Context: an optimization exercise on an open-source flow, tuned for small area. The choices shown serve that exercise and are no tape-out recipe.
The RTL was checked by simulation tests, not by an equivalence proof against the original design.

==> flow/design.v, too long to show whole: its modules and the start of the top module <==
// module nco: 1383 lines
module nco (
	input  wire        clk_i,
	input  wire        rst_n,
	input  wire [31:0] acc_i,
	output wire [15:0] cos_o,
	output wire [15:0] sin_o
);
  // ...
==> flow/run.sh <==
#!/bin/bash
# synth_recipe.tcl (not shown) runs the flow's synth.tcl, then flattens the netlist and writes it again
# the make line also repeats each setting of config.mk as NAME=value (left out here)
make -C /OpenROAD-flow-scripts/flow DESIGN_CONFIG=/design/flow/config.mk WORK_HOME=/design/flow/orfs CLKGATE_MAP_FILE= SYNTH_SCRIPT=/design/flow/synth_recipe.tcl finish
==> flow/config.mk <==
export PLATFORM = sky130hd
export DESIGN_NAME = nco
export DESIGN_NICKNAME = nco
export VERILOG_FILES = /design/flow/design.v
export SDC_FILE = /design/flow/constraint.sdc
export NUM_CORES = 4
export LEC_CHECK = 0
export CAP_MARGIN = 20
export CORE_MARGIN = 2
export CORE_UTILIZATION = 40
export CTS_BUF_LIST = sky130_fd_sc_hd__clkbuf_8
export CTS_CLUSTER_DIAMETER = 60
export CTS_CLUSTER_SIZE = 16
export SLEW_MARGIN = 20
==> flow/constraint.sdc <==
create_clock -name core_clock -period 5.0 [get_ports {clk_i}]
set_input_delay 1.0000 -clock core_clock [delete_from_list [all_inputs] [get_ports {clk_i}]]
set_output_delay 1.0000 -clock core_clock [all_outputs]
set_load 0.01 [all_outputs]
==> impl_metrics.py, run 1 <==
metrics = {
    "global_routing": {
        "overflow": 0,
        "grtUsageMet2_pct": 30.4,
        "grt_usage_pct": 17.5,
    },
    "finish": {
        "largestClassByArea": "multi-input combinational cells",
        "multiInputGateArea_um2": 16900,
        "seq_area_share_pct": 31.2,
    },
    "route": {
        "dr.first_iter.drc_count": 1277,
        "ant_nets": 0,
        "drt_wl_total_um": 63400,
        "topRoutingLayerUsed": "met4",
    },
    "synthesis": {
        "synthMuxAreaShare_pct": 2.02,
        "synth_edf_count": 0,
        "yosys.area_share.simple_pct": 13.5,
        "synth_ff_type": "dfxtp_1",
        "ys_ff_latch": 472,
        "synth_area_per_cell_um2": 9.14,
        "synthAdderAreaFrac_pct": 13.6,
    },
    "placed_design": {
        "place_hpwl_um": 49200,
    },
    "floorplanning": {
        "start_util_pct": 40.2,
        "io_pins": 66,
    },
    "outcome": {
        "status": "timing/DRC/antenna clean",
    },
    "clock_tree": {
        "clk_pin_slew_ns": 0.10,
        "clock-sinks": 472,
    },
    "sta": {
        "relSlewSlack_pct": 32.2,
        "fin_crit_sh_pct": 93.8,
    },
}
==> run 2, diff against run 1 <==
==> flow/config.mk (replaced) <==
export PLATFORM = sky130hd
export DESIGN_NAME = nco
export DESIGN_NICKNAME = nco
export VERILOG_FILES = /design/flow/design.v
export SDC_FILE = /design/flow/constraint.sdc
export NUM_CORES = 4
export LEC_CHECK = 0
export CAP_MARGIN = 20
export CORE_MARGIN = 2
export CORE_UTILIZATION = 65
export CTS_BUF_LIST = sky130_fd_sc_hd__clkbuf_16
export CTS_CLUSTER_DIAMETER = 100
export CTS_CLUSTER_SIZE = 30
export GPL_TIMING_DRIVEN = 0
export SLEW_MARGIN = 20
==> impl_metrics.py, run 2 <==
metrics = {
    "synthesis": {
        "seq_area_frac_synth_pct": 35.1,
        "synth_area_per_cell_um2": 9.14,
        "yosysMostFrequentCell": "dfxtp_1",
        "synth_commonest_cells": "dfxtp_1 (389), xnor2_1 (333), inv_1 (231)",
        "yosys.area.top_type": "dfxtp_1",
        "synth.distinct_cells": 94,
        "synth_top_area_share_pct": 27.7,
        "ys_warn_count": 1,
        "synth_edf_count": 0,
        "syn-cell-area_um2": 28100,
        "synth_ff_type": "dfxtp_1",
        "ys_ff_latch": 472,
        "synthesis.nets": 3345,
        "synth_area_leaders": "dfxtp_1 (28%), xnor2_1 (10%), fa_1 (7.8%)",
        "synth_cells": 3071,
        "async_flop_share_pct": 17.6,
    },
    "sta": {
        "tightestPinTransition_ns": 0.978,
        "setup_viol": 1,
        "relSlewSlack_pct": 34.6,
        "drv_slew": 0,
        "timing.hold.ws_ns": 0.320,
        "setup_tns_ns": -0.000118,
        "period_minus_slack_ns": 5.00,
        "fin_skew_ns": 0.0196,
        "fmax_mhz": 200,
        "rsz0062_at_grt": "true",
        "hold_violations": 0,
        "fin_crit_sh_pct": 100,
        "fin_ws_ns": -0.000118,
    },
    "route": {
        "ant_nets": 0,
        "dr.pass1.iters": 12,
        "viasPerCell": 6.11,
        "via_count": 23200,
        "wl_per_cell_um": 20.9,
        "dr.first_iter.drc_count": 2147,
        "drt_wl_total_um": 79400,
        "drc": 0,
    },
    "floorplanning": {
        "io_pins": 66,
        "start_util_pct": 65.5,
        "rows": 76,
        "fp.dieH_um": 212,
        "die_area_um2": 44900,
        "die_width_um": 212,
        "coreArea_um2": 42900,
    },
    "global_routing": {
        "overflow": 0,
        "grt_first_pass_wirelength_um": 122000,
        "grt_pass1_vias": 23600,
        "grt_start_max_net_pins": 58,
        "antenna_found_initial": 0,
        "grt_usage_pct": 34.5,
    },
    "clock_tree": {
        "clk_pin_slew_ns": 0.12,
        "clockBufferDepth": 3,
        "root_buffer": "clkbuf_16",
        "cts_buffers": 19,
        "clk_latency_ns": 0.57,
        "cts_tree": "yes",
        "htreeDepth": 1,
        "clock-sinks": 472,
        "cts_hold_buf": 0,
    },
    "worst_setup_path": {
        "crit_required_ns": 5.44,
        "cp_max_fo": 10,
        "worstSetupStartpointType": "register",
        "slowest_delay_ns": 0.46,
        "crit_top_cell": "xor2_2",
        "cpMaxStageDelayCell": "a221o_2",
        "worstPathArrival_ns": 5.44,
        "critPathBufInv": 4,
        "worstSetupPathType": "reg2reg",
        "critPathTopFamily": "compound AO/OA/AOI/OAI gates",
        "reg2reg_setup_slack_ns": -0.0001,
        "cp_cell_sequence": "buf_4 -> xnor2_1 -> buf_2 -> inv_1 -> ha_1 -> nand2_1 -> o21ai_4 -> mux2i_2 -> xor2_2 -> xor2_2 -> inv_1 -> ha_1 -> nand2_1 -> nor3_1 -> o21a_1 -> o31a_1 -> a221o_2 -> o22ai_2 -> nand3_2 -> xor2_2",
        "critPathCaptureType": "register",
    },
    "outcome": {
        "status": "complete, but fails checks",
        "so_faults": "negative setup slack",
    },
    "placed_design": {
        "post-place-ws_ns": -1.25,
        "place_area_um2": 29500,
        "io_buffers": 65,
        "place_hpwl_um": 56800,
        "globalplace.congestion": 1.02,
    },
    "finish": {
        "final_common_cell": "dfxtp_1",
        "antenna_cells": 0,
        "layout.nets": 3477,
        "drive_gt1_share_pct": 11.7,
        "fillers": 2839,
        "layout_common_cells": "dfxtp_1 (373), xnor2_1 (309), inv_1 (235)",
        "area_delta_synth_final_pct": 12.6,
        "design_area_um2": 31600,
    },
    "min_path": {
        "hold_path_class": "reg2reg",
    },
    "flow_run": {
        "maxCapViolCount": 0,
    },
}
-- run 2: cell counts after synthesis --
No cell type changed its count.
-- run 2: worst register-to-register path, stage by stage (launching register included) --
cell and delay, ns:
dfxtp_4 0.40, buf_4 0.16, xnor2_1 0.27, buf_2 0.29, inv_1 0.07, ha_1 0.34, nand2_1 0.11, o21ai_4 0.31
mux2i_2 0.33, xor2_2 0.23, xor2_2 0.20, inv_1 0.07, ha_1 0.30, nand2_1 0.14, nor3_1 0.08, o21a_1 0.23
o31a_1 0.32, a221o_2 0.46, o22ai_2 0.22, nand3_2 0.13, xor2_2 0.18
-- run 2: routing by layer --
layer / GRT usage [%] / routed length, µm / up-vias
met3: 4.27 / 5150 / 283
met2: 61.8 / 39500 / 1022
met1: 40.8 / 30300 / 11200
li1: - / - / 10600
met4: 17.2 / 4400 / 0
met5: 0 / 0 / -
-- run 2: final timing paths --
| check | start | to | cells past startpoint |
|---|---|---|---|
| hold / removal | r8_d4 | r9_d4 | 0 |
| min in group asynchronous | rst_n | D1a[4] | 1 |
| setup reg to reg | r13_d9 | r14_x[16] | 20 |
| hold reg to reg | r8_d4 | r9_d4 | 0 |
| max in group asynchronous | rst_n | L3[2] | 2 |
| setup / recovery | r13_d9 | r14_x[16] | 20 |
-- run 2: final cells by class --
type / count / area [µm²] / share of cell area (%)
buffer: 115 / 638 / 2.02
clock buffer: 19 / 475 / 1.50
clock inverter: 9 / 66.3 / 0.210
inverter: 241 / 908 / 2.87
multi-input combinational: 2225 / 17700 / 56.1
sequential: 472 / 9890 / 31.3
tap: 585 / 732 / 2.32
timing repair buffer: 128 / 1140 / 3.61
timing repair inverter: 1 / 7.51 / 0.0237
-- run 2: cells by family after synthesis --
family / Yosys count / share of synthesized area (%)
AOI/OAI and AO/OA: 657 / 14.9
and+or+nand+nor: 770 / 13.5
xor gates and xnor gates: 506 / 15.8
buffers and inverters: 374 / 5.08
muxes: 52 / 2.02
adders and majority gates: 240 / 13.6
DFF: 472 / 35.1
-- run 2: per-stage QoR --
step,utilization (%),cells
floorplan,-,3071
global placement,68.8,3721
detailed placement,68.9,3722
CTS,72.2,3761
global route,73.7,3795
finish,73.7,3795
-- run 2: timing repair --
item                       CTS  global route
pin swaps                   23            34
gates resized for setup    181           134
gates cloned                 0             1
hold endpoints to repair     0             0
setup endpoints to repair  125            88
setup buffers               23            39
==> run 3, diff against run 2 <==
--- a/flow/config.mk
+++ b/flow/config.mk
@@ -7,9 +7,8 @@
 export LEC_CHECK = 0
 export CAP_MARGIN = 20
 export CORE_MARGIN = 2
-export CORE_UTILIZATION = 65
+export CORE_UTILIZATION = 60
 export CTS_BUF_LIST = sky130_fd_sc_hd__clkbuf_16
 export CTS_CLUSTER_DIAMETER = 100
 export CTS_CLUSTER_SIZE = 30
-export GPL_TIMING_DRIVEN = 0
 export SLEW_MARGIN = 20
==> impl_metrics.py, run 3 <==
metrics = {
    "route": {
        "drc": 0,
        "ant_nets": 0,
        "dr.first_iter.drc_count": 1621,
        "wl_per_cell_um": 17.8,
        "via_count": 22000,
        "viasPerCell": 5.74,
        "dr.pass1.iters": 5,
        "drt_wl_total_um": 68200,
    },
    "sta": {
        "tightestPinTransition_ns": 0.905,
        "hold_violations": 0,
        "drv_slew": 0,
        "fmax_mhz": 212,
        "fin_crit_sh_pct": 94.3,
        "fin_skew_ns": 0.0165,
        "timing.hold.ws_ns": 0.323,
        "period_minus_slack_ns": 4.71,
        "setup_viol": 0,
        "relSlewSlack_pct": 39.4,
    },
    "synthesis": {
        "ys_ff_latch": 472,
        "synth_top_area_share_pct": 27.7,
        "synthesis.nets": 3345,
        "seq_area_frac_synth_pct": 35.1,
        "yosysMostFrequentCell": "dfxtp_1",
        "ys_warn_count": 1,
        "synthMuxAreaShare_pct": 2.02,
        "synth_ff_type": "dfxtp_1",
        "synth_commonest_cells": "dfxtp_1 (389), xnor2_1 (333), inv_1 (231)",
        "synth_area_per_cell_um2": 9.14,
        "synth_cells": 3071,
        "synth_compound_area_share_pct": 14.9,
        "synth_xor_area_share_pct": 15.8,
        "syn-cell-area_um2": 28100,
        "async_flop_share_pct": 17.6,
        "synth_top_family_by_area": "XOR/XNOR gates",
        "yosys.area.top_type": "dfxtp_1",
        "synth_area_leaders": "dfxtp_1 (28%), xnor2_1 (10%), fa_1 (7.8%)",
        "synth.distinct_cells": 94,
        "synthAdderAreaFrac_pct": 13.6,
        "yosys.area_share.simple_pct": 13.5,
        "synth_edf_count": 0,
    },
    "worst_setup_path": {
        "crit_top_cell": "xnor2_1",
        "worstPathArrival_ns": 5.22,
        "worstReg2RegStart": "r13_y[9]",
        "cp_cell_sequence": "and2_1 -> or2_2 -> fa_2 -> a21oi_2 -> o21bai_2 -> nor4_4 -> buf_4 -> nor2_1 -> xnor2_1 -> nor2_1 -> xnor2_1 -> xnor2_1 -> ha_1 -> a21o_1 -> a221o_1 -> or4b_2 -> o21ai_2 -> xor2_1",
        "path_depth": 18,
        "startpoint": "r13_y[9]",
        "cpMaxStageDelayCell": "or4b_2",
        "endpoint": "r14_y[10]",
        "reg2regPathDepth": 18,
        "slowest_delay_ns": 0.65,
        "critPathTopFamily": "simple AND/OR/NAND/NOR gates",
        "cp_max_fo": 7,
        "critPathCaptureType": "register",
        "reg2reg_setup_slack_ns": 0.29,
        "worstSetupPathType": "reg2reg",
        "critPathBufInv": 1,
        "worstSetupStartpointType": "register",
        "r2r-end": "r14_y[10]",
        "crit_required_ns": 5.51,
    },
    "clock_tree": {
        "clockBufferDepth": 3,
        "cts_buffers": 21,
        "clk_latency_ns": 0.58,
        "htreeDepth": 1,
        "root_buffer": "clkbuf_16",
        "clk_pin_slew_ns": 0.11,
        "cts_tree": "yes",
        "clock-sinks": 472,
        "cts_hold_buf": 0,
    },
    "finish": {
        "layout_common_cells": "dfxtp_1 (377), xnor2_1 (328), inv_1 (235)",
        "area_delta_synth_final_pct": 11.6,
        "instances_no_fill": 3830,
        "drive_gt1_share_pct": 10.1,
        "design_area_um2": 31300,
        "layout.nets": 3486,
        "final_common_cell": "dfxtp_1",
        "antenna_cells": 0,
    },
    "floorplanning": {
        "fp.dieH_um": 220,
        "rows": 79,
        "die_area_um2": 48500,
        "io_pins": 66,
        "coreArea_um2": 46400,
        "die_width_um": 220,
        "start_util_pct": 60.6,
    },
    "global_routing": {
        "grt_usage_pct": 28.1,
        "antenna_found_initial": 0,
        "grt_pass1_vias": 21700,
        "overflow": 0,
        "grt_first_pass_wirelength_um": 110000,
        "grt_start_max_net_pins": 74,
    },
    "outcome": {
        "status": "timing/DRC/antenna clean",
    },
    "placed_design": {
        "post-place-cells": 3791,
        "place_hpwl_um": 52500,
        "globalplace.congestion": 0.980,
        "io_buffers": 65,
        "place_area_um2": 30400,
    },
    "min_path": {
        "hold_start": "r10_z8[1]",
        "hold_path_class": "reg2reg",
    },
    "flow_run": {
        "maxCapViolCount": 0,
    },
}
## run 3: cell counts after synthesis
Identical to the previous run, type by type.
## run 3: area by class of cell
type / count / area [µm²]
clock inverters: 13 / 113
well taps: 607 / 759
repair buffers: 251 / 2090
fillers: 3657 / 15000
flip-flops and latches: 472 / 9890
inverters: 241 / 905
clock buffers: 21 / 526
multi-input cells: 2225 / 17000
## run 3: how the worst min path moves through the flow
| stage | end | slack, ns | cells after the start |
|---|---|---|---|
| final | r11_z9[1] | 0.32 | 0 |
| after global routing | r9_sel | 0.33 | 0 |
| after CTS | D3c[1] | 0.32 | 1 |
| after detailed placement | r6_sel | 0.31 | 0 |
| after global placement | r14_sel | 0.31 | 0 |
| after floorplan | r10_d0 | 0.31 | 0 |
## run 3: repair_timing
item | 4_1_cts | 5_1_grt
resized for setup | 2 | 51
pin swaps | 0 | 5
buffers inserted | 0 | 5
setup endpoints to repair | 7 | 56
cloned | 0 | 0
## run 3: through the flow
step,setup slack (ns),setup TNS [ns],util (%)
final,0.287,0,67.6
after CTS,0.0285,0,67.0
after global routing,-0.0162,-0.0162,67.6
after detailed placement,-0.0824,-0.106,65.6
after global placement,0.100,0,65.6
after floorplan,-0.0102,-0.0102,-
## run 3: routing by layer
metal | share of wire [%] | global-route usage [%] | vias to the layer above
met5 | 0 | 0 | -
met1 | 43 | 36.0 | 10600
met2 | 50 | 50.6 | 545
met4 | 2.7 | 7.43 | 0
li1 | - | - | 10700
met3 | 4.4 | 2.90 | 124
## run 3: cell families after synthesis
group | after synthesis
AO/OA/AOI/OAI | 657
XOR/XNOR | 506
adder cells (fa/ha/maj) | 240
buffers and inverters | 374
flip-flops | 472
multiplexers | 52
AND/OR/NAND/NOR | 770
==> run 4, diff against run 3 <==
--- a/flow/config.mk
+++ b/flow/config.mk
@@ -7,7 +7,7 @@
 export LEC_CHECK = 0
 export CAP_MARGIN = 20
 export CORE_MARGIN = 2
-export CORE_UTILIZATION = 60
+export CORE_UTILIZATION = 40
 export CTS_BUF_LIST = sky130_fd_sc_hd__clkbuf_16
 export CTS_CLUSTER_DIAMETER = 100
 export CTS_CLUSTER_SIZE = 30
==> impl_metrics.py, run 4 <==
metrics = {
    "outcome": {
        "status": "timing/DRC/antenna clean",
    },
    "finish": {
        "fillers": 6734,
        "layout.nets": 3465,
        "drive_gt1_share_pct": 9.17,
        "instances_no_fill": 4147,
        "layout_common_cells": "dfxtp_1 (378), xnor2_1 (329), inv_1 (236)",
        "final_common_cell": "dfxtp_1",
        "antenna_cells": 0,
        "area_delta_synth_final_pct": 12.6,
        "design_area_um2": 31600,
    },
    "clock_tree": {
        "clock-sinks": 472,
        "cts_hold_buf": 0,
        "clk_pin_slew_ns": 0.10,
        "cts_buffers": 24,
        "clk_latency_ns": 0.60,
        "root_buffer": "clkbuf_16",
        "htreeDepth": 1,
        "cts_tree": "yes",
        "clockBufferDepth": 3,
    },
    "sta": {
        "fin_ws_ns": 0.248,
        "relSlewSlack_pct": 32.2,
        "hold_violations": 0,
        "fin_skew_ns": 0.0286,
        "setup_viol": 0,
        "period_minus_slack_ns": 4.75,
        "fmax_mhz": 210,
        "drv_slew": 0,
        "fin_crit_sh_pct": 95.0,
        "tightestPinTransition_ns": 1.00,
    },
    "worst_setup_path": {
        "cp_max_fo": 6,
        "crit_required_ns": 5.46,
        "critPathBufInv": 0,
        "worstSetupStartpointType": "register",
        "worstSetupPathType": "reg2reg",
        "slowest_delay_ns": 0.62,
        "reg2regPathDepth": 18,
        "critPathCaptureType": "register",
        "worstReg2RegStart": "r13_d9",
        "worstPathArrival_ns": 5.21,
        "reg2reg_setup_slack_ns": 0.25,
        "cpMaxStageDelayCell": "or4b_2",
        "cp_cell_sequence": "nor2_1 -> or2_2 -> fa_1 -> a21oi_2 -> o21bai_1 -> nor4_2 -> or2_2 -> mux2i_2 -> a21oi_1 -> xnor2_1 -> xnor2_1 -> ha_1 -> a21o_1 -> a21o_1 -> a221o_1 -> or4b_2 -> o21ai_0 -> xor2_1",
        "r2r-end": "r14_y[10]",
        "critPathTopFamily": "simple AND/OR/NAND/NOR gates",
    },
    "route": {
        "drt_wl_total_um": 63100,
        "via_count": 21100,
        "wl_per_cell_um": 15.2,
        "viasPerCell": 5.09,
        "dr.first_iter.drc_count": 1253,
        "drc": 0,
        "ant_nets": 0,
        "dr.pass1.iters": 6,
    },
    "synthesis": {
        "synth.distinct_cells": 94,
        "synth_area_leaders": "dfxtp_1 (28%), xnor2_1 (10%), fa_1 (7.8%)",
        "yosys.area.top_type": "dfxtp_1",
        "seq_area_frac_synth_pct": 35.1,
        "ys_ff_latch": 472,
        "synthesis.nets": 3345,
        "synth_cells": 3071,
        "synth_ff_type": "dfxtp_1",
        "async_flop_share_pct": 17.6,
        "synth_edf_count": 0,
        "synth_top_area_share_pct": 27.7,
        "syn-cell-area_um2": 28100,
        "ys_warn_count": 1,
        "synth_commonest_cells": "dfxtp_1 (389), xnor2_1 (333), inv_1 (231)",
        "yosysMostFrequentCell": "dfxtp_1",
        "synth_area_per_cell_um2": 9.14,
    },
    "global_routing": {
        "grt_usage_pct": 17.3,
        "grt_first_pass_wirelength_um": 102000,
        "grt_pass1_vias": 19800,
        "overflow": 0,
        "grt_start_max_net_pins": 93,
        "antenna_found_initial": 0,
    },
    "placed_design": {
        "place_area_um2": 30700,
        "post-place-ws_ns": -0.00205,
        "post-place-cells": 4104,
        "place_hpwl_um": 49200,
        "io_buffers": 65,
        "globalplace.congestion": 0.921,
    },
    "floorplanning": {
        "io_pins": 66,
        "rows": 97,
        "die_width_um": 269,
        "coreArea_um2": 69800,
        "fp.dieH_um": 269,
        "die_area_um2": 72300,
        "start_util_pct": 40.2,
    },
    "min_path": {
        "hold_path_class": "reg2reg",
        "hold_start": "r15_sel",
        "holdPathEnd": "r16_sel",
        "min_path_cells": 0,
    },
    "flow_run": {
        "maxCapViolCount": 0,
    },
}
[run 4: cell counts after synthesis]
Identical to the previous run, type by type.
[run 4: logic make-up after synthesis]
kind of cell / Yosys count / share of synthesized area (%)
flip-flops: 472 / 35.1
AO/OA/AOI/OAI: 657 / 14.9
multiplexers: 52 / 2.02
XOR/XNOR: 506 / 15.8
buffers and inverters: 374 / 5.08
adder cells (fa/ha/maj): 240 / 13.6
AND/OR/NAND/NOR: 770 / 13.5
[run 4: layer usage]
metal | GRT usage, % | up-vias | wire length [µm]
met1 | 22.8 | 9959 | 28200
met4 | 4.67 | 0 | 1720
li1 | - | 10700 | -
met3 | 1.58 | 91 | 2350
met2 | 30.4 | 417 | 30800
met5 | 0 | - | 0
[run 4: layout make-up]
class                   instances  area, µm²  share of cell area (%)
clock buffers                  24        601                    1.90
clock inverters                18        224                   0.708
inverters                     241        905                    2.86
multi-input cells            2225      16900                    53.5
flip-flops and latches        472       9880                    31.3
well taps                     940       1180                    3.72
repair buffers                227       1920                    6.07
[run 4: repair_timing]
item	4_1_cts	5_1_grt
gates cloned	0	0
setup buffers	0	1
pin swaps	0	2
setup endpoints to repair	1	46
gates resized for setup	2	25
[run 4: worst max path at each step]
| stage | cells past startpoint | endpoint | slack, ns | from |
|---|---|---|---|---|
| finish | 18 | r14_y[10] | 0.25 | r13_d9 |
| global route | 18 | r14_y[10] | -0.06 | r13_d9 |
| CTS | 20 | r16_x[13] | 0.08 | r15_d13 |
| detailed placement | 20 | r16_x[13] | -0.002 | r15_d13 |
| global placement | 20 | r16_x[13] | 0.15 | r15_d13 |
| floorplan | 20 | r17_sin[0] | -0.01 | r16_sel |
[run 4: metrics by stage]
step / setup TNS, ns / util, % / hold WS (ns)
finish: 0 / 45.3 / 0.295
floorplan: -0.0102 / - / 0.310
detailed placement: -0.00205 / 44.0 / 0.312
CTS: 0 / 45.2 / 0.294
global placement: 0 / 44.0 / 0.310
global route: -0.0646 / 45.3 / 0.298
==> run 5, diff against run 4 <==
--- a/flow/config.mk
+++ b/flow/config.mk
@@ -5,10 +5,10 @@
 export SDC_FILE = /design/flow/constraint.sdc
 export NUM_CORES = 4
 export LEC_CHECK = 0
-export CAP_MARGIN = 20
+export CAP_MARGIN = 0
 export CORE_MARGIN = 2
 export CORE_UTILIZATION = 40
 export CTS_BUF_LIST = sky130_fd_sc_hd__clkbuf_16
 export CTS_CLUSTER_DIAMETER = 100
 export CTS_CLUSTER_SIZE = 30
-export SLEW_MARGIN = 20
+export SLEW_MARGIN = 0
==> impl_metrics.py, run 5 <==
metrics = {
    "synthesis": {
        "syn-cell-area_um2": 28100,
        "seq_area_frac_synth_pct": 35.1,
        "synth_cells": 3071,
        "synth_top_family_by_area": "XOR/XNOR gates",
        "ys_ff_latch": 472,
        "synth_edf_count": 0,
        "synth.distinct_cells": 94,
        "synth_top_area_share_pct": 27.7,
        "synthMuxAreaShare_pct": 2.02,
        "yosysMostFrequentCell": "dfxtp_1",
        "synth_area_leaders": "dfxtp_1 (28%), xnor2_1 (10%), fa_1 (7.8%)",
        "synthAdderAreaFrac_pct": 13.6,
        "synth_commonest_cells": "dfxtp_1 (389), xnor2_1 (333), inv_1 (231)",
        "async_flop_share_pct": 17.6,
        "synthesis.nets": 3345,
        "yosys.area_share.simple_pct": 13.5,
        "synth_compound_area_share_pct": 14.9,
        "yosys.area.top_type": "dfxtp_1",
        "synth_xor_area_share_pct": 15.8,
        "synth_ff_type": "dfxtp_1",
        "synth_area_per_cell_um2": 9.14,
        "ys_warn_count": 1,
    },
    "floorplanning": {
        "io_pins": 66,
        "die_width_um": 269,
        "fp.dieH_um": 269,
        "start_util_pct": 40.2,
        "die_area_um2": 72300,
        "rows": 97,
        "coreArea_um2": 69800,
    },
    "worst_setup_path": {
        "cp_max_fo": 6,
        "cp_cell_sequence": "nor2_1 -> or2_2 -> fa_1 -> a21oi_2 -> o21bai_1 -> nor4_2 -> or2_2 -> mux2i_2 -> a21oi_1 -> xnor2_1 -> xnor2_1 -> ha_1 -> a21o_1 -> a21o_1 -> a221o_1 -> or4b_2 -> o21ai_0 -> xor2_1",
        "worstSetupStartpointType": "register",
        "endpoint": "r14_y[10]",
        "r2r-end": "r14_y[10]",
        "cpMaxStageDelayCell": "or4b_2",
        "worstReg2RegStart": "r13_d9",
        "reg2reg_setup_slack_ns": 0.25,
        "startpoint": "r13_d9",
        "reg2regPathDepth": 18,
        "worstSetupPathType": "reg2reg",
        "worstPathArrival_ns": 5.21,
        "crit_required_ns": 5.46,
        "critPathCaptureType": "register",
        "slowest_delay_ns": 0.62,
    },
    "placed_design": {
        "io_buffers": 65,
        "post-place-cells": 4104,
        "place_hpwl_um": 49200,
        "place_area_um2": 30700,
        "globalplace.congestion": 0.921,
    },
    "global_routing": {
        "grt_pass1_vias": 19800,
        "antenna_found_initial": 0,
        "grt_first_pass_wirelength_um": 102000,
        "grt_usage_pct": 17.3,
        "grt_start_max_net_pins": 93,
        "overflow": 0,
    },
    "clock_tree": {
        "root_buffer": "clkbuf_16",
        "cts_tree": "yes",
        "clk_latency_ns": 0.60,
        "cts_buffers": 24,
        "clock-sinks": 472,
        "htreeDepth": 1,
        "cts_hold_buf": 0,
        "clk_pin_slew_ns": 0.10,
        "clockBufferDepth": 3,
    },
    "finish": {
        "drive_gt1_share_pct": 9.17,
        "instances_no_fill": 4147,
        "area_delta_synth_final_pct": 12.6,
        "final_common_cell": "dfxtp_1",
        "antenna_cells": 0,
        "layout.nets": 3465,
        "layout_common_cells": "dfxtp_1 (378), xnor2_1 (329), inv_1 (236)",
        "design_area_um2": 31600,
    },
    "sta": {
        "relSlewSlack_pct": 32.2,
        "timing.hold.ws_ns": 0.296,
        "drv_slew": 0,
        "fin_crit_sh_pct": 95.1,
        "setup_tns_ns": 0,
        "hold_violations": 0,
        "setup_viol": 0,
        "period_minus_slack_ns": 4.75,
        "fin_skew_ns": 0.0282,
        "tightestPinTransition_ns": 1.00,
        "fmax_mhz": 210,
    },
    "flow_run": {
        "maxCapViolCount": 0,
    },
    "route": {
        "viasPerCell": 5.10,
        "wl_per_cell_um": 15.2,
        "dr.pass1.iters": 8,
        "dr.first_iter.drc_count": 1255,
        "drc": 0,
        "ant_nets": 0,
        "drt_wl_total_um": 63100,
        "via_count": 21100,
    },
    "outcome": {
        "status": "timing/DRC/antenna clean",
    },
    "min_path": {
        "hold_path_class": "reg2reg",
    },
}
## run 5: cell counts after synthesis
Identical to the previous run, type by type.
## run 5: worst min path at each step
stage	cells after the start	slack [ns]	from	end
global route	0	0.30	r15_sel	r16_sel
detailed placement	0	0.31	r13_sel	r14_sel
finish	0	0.30	r15_sel	r16_sel
global placement	0	0.31	r6_sel	r7_sel
CTS	0	0.29	r15_sel	r16_sel
floorplan	0	0.31	r9_d0	r10_d0
## run 5: critical path: cells and delay by family, from the launching register on
family,cells,cell delay [ns]
AOI/OAI and AO/OA,7,1.22
adders and majority gates,2,0.81
muxes,1,0.31
xor gates and xnor gates,3,0.44
and+or+nand+nor,5,1.42
DFF,1,0.41
## run 5: metrics by stage
stage / setup WS [ns] / utilization, %
global route: -0.0577 / 45.3
global placement: 0.151 / 44.0
detailed placement: -0.00205 / 44.0
finish: 0.246 / 45.3
floorplan: -0.0102 / -
CTS: 0.0756 / 45.2
## run 5: repair_timing
action                                  CTS  global route
resized for setup                         2            25
pin swaps                                 0             2
setup buffers                             0             1
endpoints found under the setup margin    1            46
## run 5: kinds of logic (layout without fill, tap and decap cells)
family,after synthesis,count (layout)
and+or+nand+nor,770,770
muxes,52,52
adders and majority gates,240,240
DFF,472,472
xor gates and xnor gates,506,506
AOI/OAI and AO/OA,657,657
buffers and inverters,374,510
## run 5: metal layers
metal	global-route usage (%)	wire length [µm]	up-vias
li1	-	-	10700
met1	22.8	28100	9982
met2	30.4	30800	407
met3	1.58	2410	84
met4	4.67	1770	0
met5	0	0	-
## run 5: layout make-up
class / instances / area (µm²)
fill: 6734 / 38200
timing repair buffer: 227 / 1910
clock buffer: 24 / 601
tap: 940 / 1180
inverter: 241 / 905
multi-input combinational: 2225 / 16900
clock inverter: 18 / 224
sequential: 472 / 9880

==> separate check: timing with driven ports <==
The flow's constraints put no driver on any port. The routed layouts listed below were extracted and timed again, unchanged, in two steps. Step 1 sets driving cells, clkbuf_16 on the clock port and buf_2 on the other inputs (assumed; they add their load-dependent delay and slew). Step 2 adds t to the input delays and takes it off the output delays; t is the mean of the earliest and latest rising clock arrival at the registers after step 1. Input paths then give back, and output paths get back, about the clock's delay inside the block. Three values: ideal ports, drivers, drivers and shift; two values: the first two.
| run | t (ns) | setup WS [ns] | worst setup path at the end | slew at the worst register clock pin (ns) | worst slew at a driven data input, ns |
|---|---|---|---|---|---|
| run 1 | 0.682 | 0.308 / 0.308 / 0.308 | register to register | 0.10 / 0.10 | 0.05 |
| run 2 | 0.623 | 0.000 / 0.000 / 0.000 | register to register | 0.12 / 0.12 | 0.05 |
| run 3 | 0.625 | 0.287 / 0.287 / 0.287 | register to register | 0.12 / 0.12 | 0.04 |
| run 4 | 0.648 | 0.248 / 0.248 / 0.248 | register to register | 0.11 / 0.11 | 0.05 |
| run 5 | 0.648 | 0.246 / 0.246 / 0.246 | register to register | 0.11 / 0.11 | 0.05 |
